This design comes from an exercise in tuning for small area on the open sky130 flow, not from production work.
In this exercise RTL edits were held to simulation tests only and were not proved equivalent to the original.
No activity file was given, so power comes from the tool's default toggle rates.

[design/flow/design.v]
`timescale 1ns / 1ns
module Stopwatch (output SF_CE0, output LCD_RW, output LCD_RS, output [3:0] SF_D, output LCD_E,
                  input clock, input reset, input restart);
  assign SF_CE0 = 1'b1;
  assign LCD_RW = 1'b0;
  reg [5:0] tk;
  wire tk_end = tk[5] & tk[4] & tk[0];
  wire tick = ~reset & tk_end;
  wire [5:0] tk_cy = {tk[4:0] & tk_cy[4:0], 1'b1};
  always @(posedge clock)
    if (reset) tk <= 6'd25;
    else if (tk_end) tk <= 6'd0;
    else tk <= tk ^ tk_cy;
  reg [3:0] d0, d1, d3; reg [2:0] d2, d4;
  wire c0 = d0[3] & d0[0];
  wire c1 = c0 & d1[3] & d1[0];
  wire c2 = c1 & d2[2] & d2[0];
  wire c3 = c2 & d3[3] & d3[0];
  function [3:0] inc10(input [3:0] d);
    inc10 = {d[3] ? ~d[0] : &d[2:0], d[2] ^ (d[1] & d[0]), ~d[3] & (d[1] ^ d[0]), ~d[0]};
  endfunction
  always @(posedge clock)
    if (tick) begin
      if (restart) begin d0 <= 0; d1 <= 0; d2 <= 0; d3 <= 0; d4 <= 0; end
      else begin
        d0 <= inc10(d0);
        if (c0) d1 <= inc10(d1);
        if (c1) d2 <= d2[2] ? {~d2[0], 1'b0, ~d2[0]} : {d2[1] & d2[0], d2[1] ^ d2[0], ~d2[0]};
        if (c2) d3 <= inc10(d3);
        if (c3) d4 <= (d4[2] & d4[1]) ? 3'd0 : {d4[2] ^ (d4[1] & d4[0]), d4[1] ^ d4[0], ~d4[0]};
      end
    end
  reg [20:0] c;
  reg [4:0] b;
  reg term;
  always @(*) begin
    case (b)
      5'd0: term = (c[0] & c[3] & c[4] & c[6] & c[7] & c[8] & c[12] & c[13] & c[14] & c[16] & c[17] & c[19]);
      5'd1: term = (c[8] & c[13] & c[16] & c[17]);
      5'd2: term = (c[6] & c[7] & c[8] & c[9] & c[12]);
      5'd3: term = (c[3] & c[11]);
      5'd4: term = (c[2] & c[3] & c[11]);
      5'd8: term = (c[0] & c[1] & c[5] & c[8] & c[10] & c[11] & c[14] & c[15] & c[16] & c[17] & c[18] & c[19] & c[20]);
      default: term = (c[4] & c[6] & c[11]);
    endcase
  end
  wire [20:0] c_cy = {c[19:0] & c_cy[19:0], 1'b1};
  wire [4:0] b_cy = {b[3:0] & b_cy[3:0], 1'b1};
  always @(posedge clock)
    if (reset) begin c <= 21'd42; b <= 5'd0; end
    else if (term) begin c <= 21'd42; b <= (&b) ? 5'd19 : b ^ b_cy; end
    else c <= c ^ c_cy;
  wire wr = b[4] | b[3] | (b[2] & (b[1] | b[0]));
  wire ini = ~wr & (b != 5'd0);
  wire lo7 = ~|c[20:7];
  wire [6:0] q = c[6:0];
  wire w0 = (q == 7'd42);
  wire wU = (q == 7'd43) | (q == 7'd44) | (q == 7'd45) | (q == 7'd46) | (q == 7'd47) | (q == 7'd48) | (q == 7'd49) | (q == 7'd50) | (q == 7'd51) | (q == 7'd52) | (q == 7'd53) | (q == 7'd54) | (q == 7'd55) | (q == 7'd56) | (q == 7'd57) | (q == 7'd58);
  wire wL = (q == 7'd111) | (q == 7'd112) | (q == 7'd113) | (q == 7'd114) | (q == 7'd115) | (q == 7'd116) | (q == 7'd117) | (q == 7'd118) | (q == 7'd119) | (q == 7'd120) | (q == 7'd121) | (q == 7'd122) | (q == 7'd123) | (q == 7'd124) | (q == 7'd125) | (q == 7'd126);
  wire wE1 = (q == 7'd46) | (q == 7'd47) | (q == 7'd48) | (q == 7'd49) | (q == 7'd50) | (q == 7'd51) | (q == 7'd52) | (q == 7'd53) | (q == 7'd54) | (q == 7'd55) | (q == 7'd56) | (q == 7'd57) | (q == 7'd58);
  wire wE2 = (q == 7'd114) | (q == 7'd115) | (q == 7'd116) | (q == 7'd117) | (q == 7'd118) | (q == 7'd119) | (q == 7'd120) | (q == 7'd121) | (q == 7'd122) | (q == 7'd123) | (q == 7'd124) | (q == 7'd125) | (q == 7'd126);
  wire w3 = (q == 7'd45);
  assign LCD_E = lo7 & ((b != 5'd0) & wE1 | wr & wE2);
  assign LCD_RS = (b == 5'd10) | (b == 5'd11) | (b == 5'd12) | (b == 5'd13) | (b == 5'd14) | (b == 5'd15) | (b == 5'd16) | (b == 5'd17) | (b == 5'd18) | (b == 5'd20) | (b == 5'd21) | (b == 5'd22) | (b == 5'd23) | (b == 5'd24) | (b == 5'd25) | (b == 5'd26) | (b == 5'd27) | (b == 5'd28) | (b == 5'd29) | (b == 5'd30) | (b == 5'd31);
  wire [3:0] hi, lo;
  assign hi[0] = (b == 5'd1) | (b == 5'd2) | (b == 5'd3) | (b == 5'd10) | (b == 5'd11) | (b == 5'd13) | (b == 5'd14) | (b == 5'd16) | (b == 5'd20) | (b == 5'd24) | (b == 5'd25) | (b == 5'd26) | (b == 5'd27) | (b == 5'd28) | (b == 5'd29) | (b == 5'd30) | (b == 5'd31);
  assign lo[0] = (b == 5'd8) | (b == 5'd10) | (b == 5'd12) | (b == 5'd14) | (b == 5'd15) | (b == 5'd17) | (b == 5'd21) | (b == 5'd22) | (b == 5'd23) | (b == 5'd25 & d4[0]) | (b == 5'd26 & d3[0]) | (b == 5'd28 & d2[0]) | (b == 5'd29 & d1[0]) | (b == 5'd31 & d0[0]);
  assign hi[1] = (b == 5'd1) | (b == 5'd2) | (b == 5'd3) | (b == 5'd4) | (b == 5'd5) | (b == 5'd11) | (b == 5'd12) | (b == 5'd13) | (b == 5'd14) | (b == 5'd15) | (b == 5'd16) | (b == 5'd17) | (b == 5'd18) | (b == 5'd21) | (b == 5'd22) | (b == 5'd23) | (b == 5'd24) | (b == 5'd25) | (b == 5'd26) | (b == 5'd27) | (b == 5'd28) | (b == 5'd29) | (b == 5'd30) | (b == 5'd31);
  assign lo[1] = (b == 5'd6) | (b == 5'd10) | (b == 5'd12) | (b == 5'd14) | (b == 5'd17) | (b == 5'd24) | (b == 5'd25 & d4[1]) | (b == 5'd26 & d3[1]) | (b == 5'd27) | (b == 5'd28 & d2[1]) | (b == 5'd29 & d1[1]) | (b == 5'd30) | (b == 5'd31 & d0[1]);
  assign hi[2] = (b == 5'd10) | (b == 5'd11) | (b == 5'd12) | (b == 5'd13) | (b == 5'd14) | (b == 5'd15) | (b == 5'd16) | (b == 5'd17) | (b == 5'd18) | (b == 5'd19) | (b == 5'd20) | (b == 5'd21) | (b == 5'd22) | (b == 5'd23);
  assign lo[2] = (b == 5'd6) | (b == 5'd7) | (b == 5'd11) | (b == 5'd12) | (b == 5'd14) | (b == 5'd16) | (b == 5'd20) | (b == 5'd22) | (b == 5'd23) | (b == 5'd25 & d4[2]) | (b == 5'd26 & d3[2]) | (b == 5'd28 & d2[2]) | (b == 5'd29 & d1[2]) | (b == 5'd31 & d0[2]);
  assign hi[3] = (b == 5'd9) | (b == 5'd19);
  assign lo[3] = (b == 5'd5) | (b == 5'd7) | (b == 5'd12) | (b == 5'd18) | (b == 5'd21) | (b == 5'd22) | (b == 5'd24) | (b == 5'd26 & d3[3]) | (b == 5'd27) | (b == 5'd29 & d1[3]) | (b == 5'd30) | (b == 5'd31 & d0[3]);
  reg [3:0] dq;
  assign SF_D = dq;
  always @(posedge clock)
    if (reset) dq <= 4'h0;
    else if (lo7 & wr & w0) dq <= 4'h0;
    else if (lo7 & (wr & wU | ini & w3)) dq <= hi;
    else if (lo7 & wr & wL) dq <= lo;
    else if (b == 5'd4 & (c[0] & c[1] & c[3] & c[11])) dq <= 4'h0;
    else if (b == 5'd8 & (c[0] & c[4] & c[6] & c[11])) dq <= 4'h0;
endmodule
[design/flow/flow/run.sh]
#!/bin/bash
# Own layout flow: the standard synthesis, then the combinational logic between the
# registers is re-mapped for area with ABC (registers, their names and cell types are kept),
# then the standard layout steps from floorplan to finish.
set -euo pipefail
W=$PWD
R=$W/orfs/results/$FLOW_PLATFORM/Stopwatch/base
LIB=$FLOW_HOME/platforms/$FLOW_PLATFORM/lib/sky130_fd_sc_hd__tt_025C_1v80.lib
YOSYS=$(command -v yosys || echo "$FLOW_HOME/../tools/install/yosys/bin/yosys")

# 1. standard synthesis
bash standard.sh synth > $W/1_standard_synth.log 2>&1

# 2. area re-mapping of the combinational logic
cp $R/1_2_yosys.v $W/std_1_2_yosys.v
best=""
bestarea=""
for s in $W/flow/abc_*.script; do
  n=$(basename $s .script)
  sed -e "s#@LIB@#$LIB#g" -e "s#@IN@#$W/std_1_2_yosys.v#g" -e "s#@OUT@#$W/rs_$n.v#g" \
      -e "s#@SCRIPT@#$s#g" $W/flow/resynth.ys > $W/rs_$n.ys
  if "$YOSYS" -s $W/rs_$n.ys > $W/2_resynth_$n.log 2>&1; then
    a=$(grep "Chip area" $W/2_resynth_$n.log | tail -1 | awk '{print $NF}')
    echo "$n $a" >> $W/2_resynth_areas.txt
    if [[ -z "$bestarea" ]] || awk "BEGIN{exit !($a < $bestarea)}"; then best=$n; bestarea=$a; fi
  fi
done
echo "chosen $best $bestarea" >> $W/2_resynth_areas.txt
if [[ -n "$best" ]]; then
  cp $W/rs_$best.v $R/1_2_yosys.v
  touch $R/1_2_yosys.v
fi

# 3. standard layout from the re-mapped netlist
bash standard.sh finish > $W/3_standard_layout.log 2>&1
[design/flow/flow/abc_a1.script]
strash
dch
amap
topo
[design/flow/flow/abc_ds1.script]
strash
&get -n
&deepsyn -T 20
&put
dch -f
amap
topo
[design/flow/flow/abc_ds2.script]
strash
&get -n
&deepsyn -T 20 -S 7
&put
dch
amap
topo
[design/flow/flow/resynth.ys]
read_liberty -ignore_miss_func @LIB@
read_verilog @IN@
hierarchy -top Stopwatch
blackbox sky130_fd_sc_hd__dfxtp_1 sky130_fd_sc_hd__dfxtp_2 sky130_fd_sc_hd__dfxtp_4 sky130_fd_sc_hd__edfxtp_1 sky130_fd_sc_hd__dfrtp_1 sky130_fd_sc_hd__dfstp_1 sky130_fd_sc_hd__dfxbp_1 sky130_fd_sc_hd__edfxbp_1
flatten
opt -purge
abc -liberty @LIB@ -script @SCRIPT@ -dont_use sky130_fd_sc_hd__lpflow_bleeder_1 -dont_use sky130_fd_sc_hd__lpflow_clkbufkapwr_1 -dont_use sky130_fd_sc_hd__lpflow_clkbufkapwr_16 -dont_use sky130_fd_sc_hd__lpflow_clkbufkapwr_2 -dont_use sky130_fd_sc_hd__lpflow_clkbufkapwr_4 -dont_use sky130_fd_sc_hd__lpflow_clkbufkapwr_8 -dont_use sky130_fd_sc_hd__lpflow_clkinvkapwr_1 -dont_use sky130_fd_sc_hd__lpflow_clkinvkapwr_16 -dont_use sky130_fd_sc_hd__lpflow_clkinvkapwr_2 -dont_use sky130_fd_sc_hd__lpflow_clkinvkapwr_4 -dont_use sky130_fd_sc_hd__lpflow_clkinvkapwr_8 -dont_use sky130_fd_sc_hd__lpflow_decapkapwr_12 -dont_use sky130_fd_sc_hd__lpflow_decapkapwr_3 -dont_use sky130_fd_sc_hd__lpflow_decapkapwr_4 -dont_use sky130_fd_sc_hd__lpflow_decapkapwr_6 -dont_use sky130_fd_sc_hd__lpflow_decapkapwr_8 -dont_use sky130_fd_sc_hd__lpflow_inputiso0n_1 -dont_use sky130_fd_sc_hd__lpflow_inputiso0p_1 -dont_use sky130_fd_sc_hd__lpflow_inputiso1n_1 -dont_use sky130_fd_sc_hd__lpflow_inputiso1p_1 -dont_use sky130_fd_sc_hd__lpflow_inputisolatch_1 -dont_use sky130_fd_sc_hd__lpflow_isobufsrc_1 -dont_use sky130_fd_sc_hd__lpflow_isobufsrc_16 -dont_use sky130_fd_sc_hd__lpflow_isobufsrc_2 -dont_use sky130_fd_sc_hd__lpflow_isobufsrc_4 -dont_use sky130_fd_sc_hd__lpflow_isobufsrc_8 -dont_use sky130_fd_sc_hd__lpflow_isobufsrckapwr_16 -dont_use sky130_fd_sc_hd__lpflow_lsbuf_lh_hl_isowell_tap_1 -dont_use sky130_fd_sc_hd__lpflow_lsbuf_lh_hl_isowell_tap_2 -dont_use sky130_fd_sc_hd__lpflow_lsbuf_lh_hl_isowell_tap_4 -dont_use sky130_fd_sc_hd__lpflow_lsbuf_lh_isowell_4 -dont_use sky130_fd_sc_hd__lpflow_lsbuf_lh_isowell_tap_1 -dont_use sky130_fd_sc_hd__lpflow_lsbuf_lh_isowell_tap_2 -dont_use sky130_fd_sc_hd__lpflow_lsbuf_lh_isowell_tap_4 -dont_use sky130_fd_sc_hd__probe_p_8 -dont_use sky130_fd_sc_hd__probec_p_8 
opt_clean -purge
hilomap -singleton -hicell sky130_fd_sc_hd__conb_1 HI -locell sky130_fd_sc_hd__conb_1 LO
splitnets
opt_clean -purge
tee -o @OUT@.stat stat -liberty @LIB@
write_verilog -noattr -nohex -nodec @OUT@
[design/flow/standard.sh]
#!/bin/bash
# synth_recipe.tcl (not shown) runs the flow's synth.tcl, then flattens the netlist and writes it again
# the make line also repeats each setting of config.mk as NAME=value (left out here)
make -C /OpenROAD-flow-scripts/flow DESIGN_CONFIG=/design/flow/config.mk WORK_HOME=/design/flow/orfs CLKGATE_MAP_FILE= SYNTH_SCRIPT=/design/flow/synth_recipe.tcl "${@:-finish}"
[design/flow/config.mk]
export PLATFORM = sky130hd
export DESIGN_NAME = Stopwatch
export DESIGN_NICKNAME = Stopwatch
export VERILOG_FILES = /design/flow/design.v
export SDC_FILE = /design/flow/constraint.sdc
export NUM_CORES = 4
export LEC_CHECK = 0
export CAP_MARGIN = 20
export CORE_MARGIN = 2
export CORE_UTILIZATION = 40
export PLACE_DENSITY = 0.6
export SLEW_MARGIN = 20
[design/flow/constraint.sdc]
create_clock -name core_clock -period 20.0 [get_ports {clock}]
set_input_delay 4.0000 -clock core_clock [delete_from_list [all_inputs] [get_ports {clock}]]
set_output_delay 4.0000 -clock core_clock [all_outputs]
set_load 0.01 [all_outputs]
==> impl_metrics.csv, run 1 <==
group,metric,value,unit
pwr,power.internal,144.9,uW
critical_path,path_common_cell,"nor2_1",
placed_design,io_buffers,8,
floorplanning,rows,29,
critical_path,path_buf_inv,3,
pwr,p_switching,41.44,uW
floorplanning,io_pins,11,
clock_tree,path_clk_slew,100,ps
critical_path,r2r_start,"c[0]",
global_route,grt-ovfl-total,0,
layout,regArea,0.001261,mm2
sta,maxSlewHeadroom,45.79,%
logic_synthesis,synthCells,333,
pwr,p_sw_share,22.24,%
layout,nets,351,
clock_tree,hold_buffers,0,
worst_hold_path,hold_path_startpoint,"tk[0]",
clock_tree,cts_buffers,5,
critical_path,cp-end-kind,"output pin",
drt,vias,2399,
placed_design,place_inst,418,
drt,routed_via_density,5.631,
critical_path,crit_slowest_cell,"clkdlybuf4s50_1",
floorplanning,start_util,41.59,%
global_route,grt_pass1_vias,2294,
logic_synthesis,syn_area,0.002656,mm2
critical_path,crit_family,"buffers and inverters",
clock_tree,cts.path.max_buffers,2,
drt,drt_iter0_markers,174,
run,maxCapViolations,0,
critical_path,path_class,"flop to output pin",
clock_tree,cts_resized,0,
sta,fin_tns_setup,0,ps
pwr,power_frac_seq,62.5,%
floorplanning,die_w,85.49,um
critical_path,cp_max_fo,10,
run_status,status,"timing/DRC/antenna clean",
drt,wl_per_cell,14.49,um
drt,route.detailed.drc,0,
global_route,grt_max_degree,19,
layout,instances_no_fill,426,
critical_path,crit_start,"b[1]",
pwr,combinationalPowerShare,4.6,%
sta,rsz0062_at_grt,"no",
global_route,antenna_found_initial,0,
pwr,p_per_area,63.75,mW/mm2
clock_tree,post-cts-setup-buffers,0,
sta,report.final.slew_viol_count,0,
logic_synthesis,synth_nets,336,
pwr,p_leak,0.0009464,uW
pwr,p_clk_share,33.0,%
clock_tree,cts-root-buf,"clkbuf_8",
placed_design,gp_congestion,0.8951,
sta,fmax,140.8,MHz
floorplanning,coreArea,0.006386,mm2
critical_path,worstPathArrival,3100,ps
layout,area_delta_synth_final,10.03,%
sta,tightest_slew,801.8,ps
pwr,ir_drop,0.03496,mV
layout,multi_input_area,0.001264,mm2
logic_synthesis,ys_warn_count,1,
drt,dr.pass1.iters,4,
critical_path,cpPeakStageDelay,570,ps
global_route,grt_usage,17.99,%
layout,diodes,0,
clock_tree,cts_tree,"yes",
critical_path,setup.worst_path.start_class,"flop",
sta,finalCritPeriodShare,35.51,%
sta,period_minus_slack,7102,ps
critical_path,cp.required,16000,ps
sta,skew,8.588,ps
clock_tree,worstSkewPairLatency,300,ps
floorplanning,die_area,0.007309,mm2
drt,postRouteAntennaNets,0,
worst_hold_path,hold_path_class,"flop to flop",
global_route,grt_pass1_wl,10.62,mm
logic_synthesis,postSynthAreaPerCell,7.977,um2
drt,routed_wl,6.171,mm
layout,final_layout_size_suffix_gt1_share,1.719,%
sta,setup_viol,0,
floorplanning,fp.dieH,85.49,um
critical_path,worstPathCellList,"clkinv_1 -> nand2_1 -> nor2_1 -> nor2_1 -> nor2_1 -> nor4_1 -> clkinv_1 -> o32ai_1 -> clkdlybuf4s50_1",
layout,nFillCells,623,
clock_tree,h-tree-depth,2,
sta,final_hold_viol_count,0,
placed_design,dpl.hpwl,4.747,mm
clock_tree,cts.sinks,54,
state kept, by name (all words and copies together), names as in the netlist:
name,cells
b,5
c,21
d0,4
d1,4
d2,3
d3,4
d4,3
dq,4
tk,6
path summary, 6_finish.rpt:
kind / endpoint / slack [ps] / depth (start not counted)
setup / recovery: LCD_E / 12900 / 9
hold / removal: tk[0] / 440 / 1
setup reg to reg: c[20] / 16650 / 19
hold reg to reg: tk[0] / 440 / 1
placed cells by master, fill, tap and decap left out, drive strengths merged:
cell / instances
clkbuf: 6
and2: 3
clkdlybuf4s50: 8
o32ai: 1
nor3: 24
and3: 5
or4: 1
a21oi: 10
o41ai: 1
or3: 2
dfxtp: 36
nor4: 6
or2: 3
o32a: 2
nand3: 7
nand2: 28
o31a: 1
o221ai: 3
a211oi: 11
nor2b: 4
a22oi: 1
a31oi: 6
edfxtp: 18
o22a: 1
o22ai: 5
nand4b: 1
a2111oi: 3
o21a: 5
nand4: 3
clkinv: 37
nor2: 72
a221oi: 2
a32oi: 2
nor4b: 2
o21ai: 25
conb: 2
a21o: 2
cell type report:
class,instances,area share [%]
Clock buffer,6,2.825
Sequential cell,54,43.15
Multi-Input combinational cell,244,43.24
Inverter,35,4.495
Timing Repair Buffer,8,2.740
Clock inverter,2,0.2568
Tap cell,77,3.296
metal layers:
metal | global-route usage (%) | up-vias | wire length, um
li1 | - | 1230 | -
met1 | 26.26 | 1088 | 3136
met2 | 27.06 | 71 | 2657
met3 | 2.887 | 10 | 281
met4 | 6.349 | 0 | 97
met5 | 0 | - | 0
per-stage QoR:
| step | util [%] | setup slack (ps) | hold slack (ps) | cell area, um2 | total power, uW |
|---|---|---|---|---|---|
| finish | 45.77 | 12900 | 444.9 | 2923 | 186.3 |
| global route | 45.77 | 12520 | 459.3 | 2923 | 194.7 |
| CTS | 45.77 | 12890 | 445.2 | 2923 | 189.2 |
| detailed placement | 44.36 | 13010 | 419.7 | 2833 | 127.3 |
| global placement | 44.36 | 13210 | 409.7 | 2833 | 127.2 |
| floorplan | - | 13900 | 388.7 | 2656 | 124.2 |
power by group through the flow:
| stage | Combinational, uW | Clock, uW | Sequential [uW] |
|---|---|---|---|
| floorplan | 5.88 | 0 | 118 |
| global placement | 8.37 | 0 | 119 |
| detailed placement | 8.43 | 0 | 119 |
| CTS | 8.49 | 64.3 | 116 |
| global route | 9.82 | 68.2 | 117 |
| finish | 8.48 | 61.5 | 116 |
==> run 2, diff against run 1 <==
==> design/flow/design.v (replaced) <==
`timescale 1ns / 1ns
module Stopwatch (output SF_CE0, output LCD_RW, output LCD_RS, output [3:0] SF_D, output LCD_E,
                  input clock, input reset, input restart);
  assign SF_CE0 = 1'b1;
  assign LCD_RW = 1'b0;
  reg [5:0] tk;
  wire tk_end = tk[5] & tk[4] & tk[0];
  wire tick = ~reset & tk_end;
  wire [5:0] tk_cy = {tk[4:0] & tk_cy[4:0], 1'b1};
  always @(posedge clock)
    if (reset) tk <= 6'd25;
    else if (tk_end) tk <= 6'd0;
    else tk <= tk ^ tk_cy;
  reg [3:0] d0, d1, d3; reg [2:0] d2, d4;
  wire e1 = tick & d0[3] & d0[0];
  wire e2 = e1 & d1[3] & d1[0];
  wire e3 = e2 & d2[2] & d2[0];
  wire e4 = e3 & d3[3] & d3[0];
  wire clr = tick & restart;
  function [3:0] t10(input [3:0] d);
    t10 = {d[3] ? d[0] : &d[2:0], d[1] & d[0], d[0] & ~d[3], 1'b1};
  endfunction
  function [2:0] t6(input [2:0] d);
    t6 = {d[2] ? d[0] : d[1] & d[0], ~d[2] & d[0], 1'b1};
  endfunction
  function [2:0] t7(input [2:0] d);
    t7 = {d[1] & (d[2] | d[0]), d[0] | (d[2] & d[1]), ~(d[2] & d[1])};
  endfunction
  always @(posedge clock) begin
    d0 <= clr ? 4'd0 : d0 ^ ({4{tick}} & t10(d0));
    d1 <= clr ? 4'd0 : d1 ^ ({4{e1}} & t10(d1));
    d2 <= clr ? 3'd0 : d2 ^ ({3{e2}} & t6(d2));
    d3 <= clr ? 4'd0 : d3 ^ ({4{e3}} & t10(d3));
    d4 <= clr ? 3'd0 : d4 ^ ({3{e4}} & t7(d4));
  end
  reg [20:0] c;
  reg [4:0] b;
  wire term = (((b == 5'd0)) & (c[0] & c[3] & c[4] & c[6] & c[7] & c[8] & c[12] & c[13] & c[14] & c[16] & c[17] & c[19])) | (((b == 5'd1)) & (c[8] & c[13] & c[16] & c[17])) | (((b == 5'd2)) & (c[6] & c[7] & c[8] & c[9] & c[12])) | (((b == 5'd3)) & (c[3] & c[11])) | (((b == 5'd4)) & (c[2] & c[3] & c[11])) | (~((b == 5'd0) | (b == 5'd1) | (b == 5'd2) | (b == 5'd3) | (b == 5'd4) | (b == 5'd8)) & (c[4] & c[6] & c[11])) | (((b == 5'd8)) & (c[0] & c[1] & c[5] & c[8] & c[10] & c[11] & c[14] & c[15] & c[16] & c[17] & c[18] & c[19] & c[20]));
  wire [20:0] c_cy = {c[19:0] & c_cy[19:0], 1'b1};
  wire [4:0] b_nx = {((b == 5'd15) | (b == 5'd16) | (b == 5'd17) | (b == 5'd18) | (b == 5'd19) | (b == 5'd20) | (b == 5'd21) | (b == 5'd22) | (b == 5'd23) | (b == 5'd24) | (b == 5'd25) | (b == 5'd26) | (b == 5'd27) | (b == 5'd28) | (b == 5'd29) | (b == 5'd30) | (b == 5'd31)), ((b == 5'd7) | (b == 5'd8) | (b == 5'd9) | (b == 5'd10) | (b == 5'd11) | (b == 5'd12) | (b == 5'd13) | (b == 5'd14) | (b == 5'd23) | (b == 5'd24) | (b == 5'd25) | (b == 5'd26) | (b == 5'd27) | (b == 5'd28) | (b == 5'd29) | (b == 5'd30)), ((b == 5'd3) | (b == 5'd4) | (b == 5'd5) | (b == 5'd6) | (b == 5'd11) | (b == 5'd12) | (b == 5'd13) | (b == 5'd14) | (b == 5'd19) | (b == 5'd20) | (b == 5'd21) | (b == 5'd22) | (b == 5'd27) | (b == 5'd28) | (b == 5'd29) | (b == 5'd30)), ((b == 5'd1) | (b == 5'd2) | (b == 5'd5) | (b == 5'd6) | (b == 5'd9) | (b == 5'd10) | (b == 5'd13) | (b == 5'd14) | (b == 5'd17) | (b == 5'd18) | (b == 5'd21) | (b == 5'd22) | (b == 5'd25) | (b == 5'd26) | (b == 5'd29) | (b == 5'd30) | (b == 5'd31)), ((b == 5'd0) | (b == 5'd2) | (b == 5'd4) | (b == 5'd6) | (b == 5'd8) | (b == 5'd10) | (b == 5'd12) | (b == 5'd14) | (b == 5'd16) | (b == 5'd18) | (b == 5'd20) | (b == 5'd22) | (b == 5'd24) | (b == 5'd26) | (b == 5'd28) | (b == 5'd30) | (b == 5'd31))};
  always @(posedge clock)
    if (reset) begin c <= 21'd42; b <= 5'd0; end
    else if (term) begin c <= 21'd42; b <= b_nx; end
    else c <= c ^ c_cy;
  wire wr = ((b == 5'd5) | (b == 5'd6) | (b == 5'd7) | (b == 5'd8) | (b == 5'd9) | (b == 5'd10) | (b == 5'd11) | (b == 5'd12) | (b == 5'd13) | (b == 5'd14) | (b == 5'd15) | (b == 5'd16) | (b == 5'd17) | (b == 5'd18) | (b == 5'd19) | (b == 5'd20) | (b == 5'd21) | (b == 5'd22) | (b == 5'd23) | (b == 5'd24) | (b == 5'd25) | (b == 5'd26) | (b == 5'd27) | (b == 5'd28) | (b == 5'd29) | (b == 5'd30) | (b == 5'd31));
  wire ini = ((b == 5'd1) | (b == 5'd2) | (b == 5'd3) | (b == 5'd4));
  wire lo7 = ~|c[20:7];
  wire [6:0] q = c[6:0];
  wire w0 = (q == 7'd42);
  wire wU = (q == 7'd43) | (q == 7'd44) | (q == 7'd45) | (q == 7'd46) | (q == 7'd47) | (q == 7'd48) | (q == 7'd49) | (q == 7'd50) | (q == 7'd51) | (q == 7'd52) | (q == 7'd53) | (q == 7'd54) | (q == 7'd55) | (q == 7'd56) | (q == 7'd57) | (q == 7'd58);
  wire wL = (q == 7'd111) | (q == 7'd112) | (q == 7'd113) | (q == 7'd114) | (q == 7'd115) | (q == 7'd116) | (q == 7'd117) | (q == 7'd118) | (q == 7'd119) | (q == 7'd120) | (q == 7'd121) | (q == 7'd122) | (q == 7'd123) | (q == 7'd124) | (q == 7'd125) | (q == 7'd126);
  wire wE1 = (q == 7'd46) | (q == 7'd47) | (q == 7'd48) | (q == 7'd49) | (q == 7'd50) | (q == 7'd51) | (q == 7'd52) | (q == 7'd53) | (q == 7'd54) | (q == 7'd55) | (q == 7'd56) | (q == 7'd57) | (q == 7'd58);
  wire wE2 = (q == 7'd114) | (q == 7'd115) | (q == 7'd116) | (q == 7'd117) | (q == 7'd118) | (q == 7'd119) | (q == 7'd120) | (q == 7'd121) | (q == 7'd122) | (q == 7'd123) | (q == 7'd124) | (q == 7'd125) | (q == 7'd126);
  wire w3 = (q == 7'd45);
  assign LCD_E = lo7 & ((wr | ini) & wE1 | wr & wE2);
  assign LCD_RS = ((b == 5'd10) | (b == 5'd11) | (b == 5'd12) | (b == 5'd13) | (b == 5'd14) | (b == 5'd15) | (b == 5'd16) | (b == 5'd17) | (b == 5'd18) | (b == 5'd20) | (b == 5'd21) | (b == 5'd22) | (b == 5'd23) | (b == 5'd24) | (b == 5'd25) | (b == 5'd26) | (b == 5'd27) | (b == 5'd28) | (b == 5'd29) | (b == 5'd30) | (b == 5'd31));
  wire [3:0] hi, lo;
  assign hi[0] = (b == 5'd1) | (b == 5'd2) | (b == 5'd3) | (b == 5'd10) | (b == 5'd11) | (b == 5'd13) | (b == 5'd14) | (b == 5'd16) | (b == 5'd20) | (b == 5'd24) | (b == 5'd25) | (b == 5'd26) | (b == 5'd27) | (b == 5'd28) | (b == 5'd29) | (b == 5'd30) | (b == 5'd31);
  assign lo[0] = (b == 5'd8) | (b == 5'd10) | (b == 5'd12) | (b == 5'd14) | (b == 5'd15) | (b == 5'd17) | (b == 5'd21) | (b == 5'd22) | (b == 5'd23) | ((b == 5'd25) & d4[0]) | ((b == 5'd26) & d3[0]) | ((b == 5'd28) & d2[0]) | ((b == 5'd29) & d1[0]) | ((b == 5'd31) & d0[0]);
  assign hi[1] = (b == 5'd1) | (b == 5'd2) | (b == 5'd3) | (b == 5'd4) | (b == 5'd5) | (b == 5'd11) | (b == 5'd12) | (b == 5'd13) | (b == 5'd14) | (b == 5'd15) | (b == 5'd16) | (b == 5'd17) | (b == 5'd18) | (b == 5'd21) | (b == 5'd22) | (b == 5'd23) | (b == 5'd24) | (b == 5'd25) | (b == 5'd26) | (b == 5'd27) | (b == 5'd28) | (b == 5'd29) | (b == 5'd30) | (b == 5'd31);
  assign lo[1] = (b == 5'd6) | (b == 5'd10) | (b == 5'd12) | (b == 5'd14) | (b == 5'd17) | (b == 5'd24) | ((b == 5'd25) & d4[1]) | ((b == 5'd26) & d3[1]) | (b == 5'd27) | ((b == 5'd28) & d2[1]) | ((b == 5'd29) & d1[1]) | (b == 5'd30) | ((b == 5'd31) & d0[1]);
  assign hi[2] = (b == 5'd10) | (b == 5'd11) | (b == 5'd12) | (b == 5'd13) | (b == 5'd14) | (b == 5'd15) | (b == 5'd16) | (b == 5'd17) | (b == 5'd18) | (b == 5'd19) | (b == 5'd20) | (b == 5'd21) | (b == 5'd22) | (b == 5'd23);
  assign lo[2] = (b == 5'd6) | (b == 5'd7) | (b == 5'd11) | (b == 5'd12) | (b == 5'd14) | (b == 5'd16) | (b == 5'd20) | (b == 5'd22) | (b == 5'd23) | ((b == 5'd25) & d4[2]) | ((b == 5'd26) & d3[2]) | ((b == 5'd28) & d2[2]) | ((b == 5'd29) & d1[2]) | ((b == 5'd31) & d0[2]);
  assign hi[3] = (b == 5'd9) | (b == 5'd19);
  assign lo[3] = (b == 5'd5) | (b == 5'd7) | (b == 5'd12) | (b == 5'd18) | (b == 5'd21) | (b == 5'd22) | (b == 5'd24) | ((b == 5'd26) & d3[3]) | (b == 5'd27) | ((b == 5'd29) & d1[3]) | (b == 5'd30) | ((b == 5'd31) & d0[3]);
  reg [3:0] dq;
  assign SF_D = dq;
  always @(posedge clock)
    if (reset) dq <= 4'h0;
    else if (lo7 & wr & w0) dq <= 4'h0;
    else if (lo7 & (wr & wU | ini & w3)) dq <= hi;
    else if (lo7 & wr & wL) dq <= lo;
    else if ((b == 5'd4) & (c[0] & c[1] & c[3] & c[11])) dq <= 4'h0;
    else if ((b == 5'd8) & (c[0] & c[4] & c[6] & c[11])) dq <= 4'h0;
endmodule
--- a/design/flow/flow/run.sh
+++ b/design/flow/flow/run.sh
@@ -33,3 +33,6 @@
 
 # 3. standard layout from the re-mapped netlist
-bash standard.sh finish > $W/3_standard_layout.log 2>&1
+bash standard.sh finish \
+  "BUFFER_PORTS_ARGS=-buffer_cell sky130_fd_sc_hd__buf_1" \
+  "CTS_ARGS=-sink_clustering_enable -repair_clock_nets -dont_use_dummy_load -buf_list sky130_fd_sc_hd__clkbuf_4 sky130_fd_sc_hd__clkbuf_8 -sink_clustering_size 30 -sink_clustering_max_diameter 100" \
+  > $W/3_standard_layout.log 2>&1
==> run 2 against run 1 <==
Against the previous run: the run now fails in clock tree synthesis (4_1_cts); area after synthesis shrank 3.6%; synthesized cell count grew 5.4%.
==> impl_metrics.csv, run 2 <==
group,metric,value,unit
run_status,status,"did not finish",
run_status,failed_stage,"clock tree synthesis (4_1_cts)",
run_status,stop_error,"[ERROR STA-0564] clock_tree_synthesis positional arguments not supported.",
floorplanning,die_w,84.02,um
logic_synthesis,ys_warn_count,1,
floorplanning,io_pins,11,
placed_design,dpl.hpwl,4.674,mm
floorplanning,fp.dieH,84.02,um
floorplanning,rows,29,
placed_design,io_buffers,8,
logic_synthesis,synthCells,351,
floorplanning,start_util,40.80,%
logic_synthesis,syn_area,0.002561,mm2
logic_synthesis,synth_nets,354,
placed_design,gp_congestion,0.9125,
logic_synthesis,postSynthAreaPerCell,7.297,um2
==> run 2: how the worst max path moves through the flow <==
stage / slack (ps) / startpoint / endpoint
after detailed placement: 13670 / reset / d4[1]
after global placement: 13780 / reset / d4[1]
after floorplan: 14200 / reset / d4[1]
==> run 2: stage by stage <==
stage                     util [%]  power, uW  worst slack, ps  instances  area [um2]
after detailed placement     42.81      128.9            13670        436        2688
after floorplan                  -      125.6            14200        351        2561
after global placement       42.81      129.0            13780        436        2688
==> run 2: power groups by stage <==
| stage | clock, uW | combinational (uW) | sequential, uW |
|---|---|---|---|
| after floorplan | 0 | 8.33 | 117 |
| after global placement | 0 | 10.3 | 119 |
| after detailed placement | 0 | 10.5 | 118 |
==> run 3, diff against run 2 <==
--- a/design/flow/flow/run.sh
+++ b/design/flow/flow/run.sh
@@ -35,4 +35,4 @@
 bash standard.sh finish \
   "BUFFER_PORTS_ARGS=-buffer_cell sky130_fd_sc_hd__buf_1" \
-  "CTS_ARGS=-sink_clustering_enable -repair_clock_nets -dont_use_dummy_load -buf_list sky130_fd_sc_hd__clkbuf_4 sky130_fd_sc_hd__clkbuf_8 -sink_clustering_size 30 -sink_clustering_max_diameter 100" \
+  "CTS_ARGS=-sink_clustering_enable -repair_clock_nets -dont_use_dummy_load -buf_list {sky130_fd_sc_hd__clkbuf_4 sky130_fd_sc_hd__clkbuf_8} -sink_clustering_size 30 -sink_clustering_max_diameter 100" \
   > $W/3_standard_layout.log 2>&1
==> run 3 against run 2 <==
Against the previous run: the run now finishes clean; area after synthesis stayed put; synthesized cell count unchanged.
==> impl_metrics.csv, run 3 <==
group,metric,value,unit
layout,nets,369,
logic_synthesis,ys_warn_count,1,
global_route,grt_pass1_vias,2358,
drt,route.detailed.drc,0,
sta,skew,23.98,ps
floorplanning,coreArea,0.006277,mm2
clock_tree,cts.path.max_buffers,2,
worst_hold_path,hold_path_class,"flop to flop",
drt,vias,2506,
sta,fmax,155.3,MHz
drt,dr.pass1.iters,4,
placed_design,io_buffers,8,
pwr,p_sw_share,23.20,%
logic_synthesis,synthCells,351,
clock_tree,path_clk_slew,100,ps
floorplanning,start_util,40.80,%
clock_tree,cts.sinks,54,
floorplanning,die_w,84.02,um
sta,setup_viol,0,
pwr,power_frac_seq,64.3,%
sta,finalCritPeriodShare,32.20,%
clock_tree,cts-root-buf,"clkbuf_8",
critical_path,cp.required,16000,ps
clock_tree,h-tree-depth,2,
pwr,p_per_area,65.47,mW/mm2
pwr,combinationalPowerShare,5.8,%
pwr,power.internal,138.6,uW
run_status,status,"timing/DRC/antenna clean",
clock_tree,cts_tree,"yes",
global_route,antenna_found_initial,0,
layout,fin_area,0.002756,mm2
global_route,grt_pass1_wl,10.98,mm
layout,final_cell_mix,"nor2_1 (65), dfxtp_1 (54), clkinv_1 (47)",
layout,final_common_cell,"nor2_1",
layout,reg_top3,"c: 21 flops, tk: 6 flops, b: 5 flops",
placed_design,dpl.hpwl,4.674,mm
floorplanning,io_pins,11,
drt,routed_via_density,5.683,
sta,period_minus_slack,6441,ps
layout,diodes,0,
critical_path,path_buf_inv,2,
critical_path,worstPathCellList,"or4_1 -> nor2_1 -> nand3_1 -> or2_0 -> a211oi_1 -> clkinv_1 -> o32ai_1 -> buf_1",
clock_tree,worstSkewPairLatency,310,ps
layout,final_layout_size_suffix_gt1_share,1.374,%
run,maxCapViolations,0,
clock_tree,post-cts-setup-buffers,0,
placed_design,place_area,0.002688,mm2
drt,postRouteAntennaNets,0,
global_route,grt_usage,18.62,%
clock_tree,cts_resized,0,
global_route,grt_max_degree,17,
critical_path,worstPathArrival,2440,ps
pwr,p_clk_share,30.0,%
logic_synthesis,synth_nets,354,
clock_tree,hold_buffers,0,
global_route,grt-ovfl-total,0,
layout,largest_reg_flops,21,
critical_path,crit_slowest_cell,"or4_1",
critical_path,cp-end-kind,"output pin",
critical_path,cp_max_fo,3,
sta,maxSlewHeadroom,57.43,%
layout,area_delta_synth_final,7.621,%
drt,wl_per_cell,14.08,um
pwr,p_switching,41.87,uW
sta,fin_tns_setup,0,ps
critical_path,path_class,"flop to output pin",
floorplanning,rows,29,
floorplanning,fp.dieH,84.02,um
sta,tightest_slew,630.5,ps
sta,rsz0062_at_grt,"no",
floorplanning,die_area,0.007059,mm2
critical_path,setup.worst_path.start_class,"flop",
drt,drt_iter0_markers,208,
sta,report.final.slew_viol_count,0,
drt,routed_wl,6.209,mm
logic_synthesis,postSynthAreaPerCell,7.297,um2
layout,top_register,"c",
critical_path,crit_family,"simple AND/OR/NAND/NOR gates",
logic_synthesis,syn_area,0.002561,mm2
clock_tree,cts_buffers,5,
pwr,ir_drop,0.03967,mV
pwr,p_leak,0.0009130,uW
placed_design,gp_congestion,0.9125,
critical_path,cpPeakStageDelay,530,ps
sta,final_hold_viol_count,0,
run 3: worst paths after layout:
check | from | end | slack (ps) | depth (start not counted)
setup / recovery | c[13] | LCD_E | 13560 | 8
hold / removal | tk[0] | tk[0] | 440 | 1
setup reg to reg | c[1] | c[20] | 16570 | 20
hold reg to reg | tk[0] | tk[0] | 440 | 1
run 3: stage by stage:
stage	hold slack (ps)	cells	worst slack, ps	power [uW]	util, %
finish	436.6	441	13560	180.5	43.91
global route	472.1	441	13390	188.6	43.91
CTS	443.2	441	13560	183.4	43.91
detailed placement	419.1	436	13670	128.9	42.81
global placement	417.8	436	13780	129.0	42.81
floorplan	388.9	351	14200	125.6	-
run 3: area by class of cell:
class	count	area, um2
Multi-Input combinational cell	250	1304
Timing Repair Buffer	8	30.03
Sequential cell	54	1081
Inverter	47	176.4
Tap cell	77	96.34
Fill cell	667	3521
Clock buffer	5	68.82
run 3: routing by layer:
layer / GRT usage [%] / vias up / part of all wire, %
li1: - / 1282 / -
met1: 25.78 / 1151 / 49
met2: 29.15 / 56 / 45
met3: 3.165 / 17 / 4.1
met4: 6.598 / 0 / 2.1
met5: 0 / - / 0
run 3: power by group through the flow:
stage / sequential, uW / combinational (uW) / clock (uW)
final: 116 / 10.4 / 54.1
after global routing: 117 / 12.3 / 59.5
after CTS: 116 / 10.5 / 56.9
after detailed placement: 118 / 10.5 / 0
after global placement: 119 / 10.3 / 0
after floorplan: 117 / 8.33 / 0

==> afterwards: timing with drivers on the ports <==
No port has a modelled driver above. Below, the same layouts with a new extraction and two added sets of constraints. Step 1 assumes that a clkbuf_16 drives the clock port and a buf_2 every other input. Step 2, shift: input delay + t, output delay - t, t = (earliest + latest rising clock arrival at the registers) / 2. This alone moves slack from input paths to output paths. Three values: ideal, step 1, step 2; two values: the first two.
run	t (ns)	setup slack, ns	worst setup path at the end	worst slew at a driven data input, ns
run 1	0.329	12.898 / 12.870 / 13.049	input to register	0.03
run 3	0.324	13.559 / 13.530 / 13.649	input to register	0.03
After both steps setup and hold are still met in every run listed.
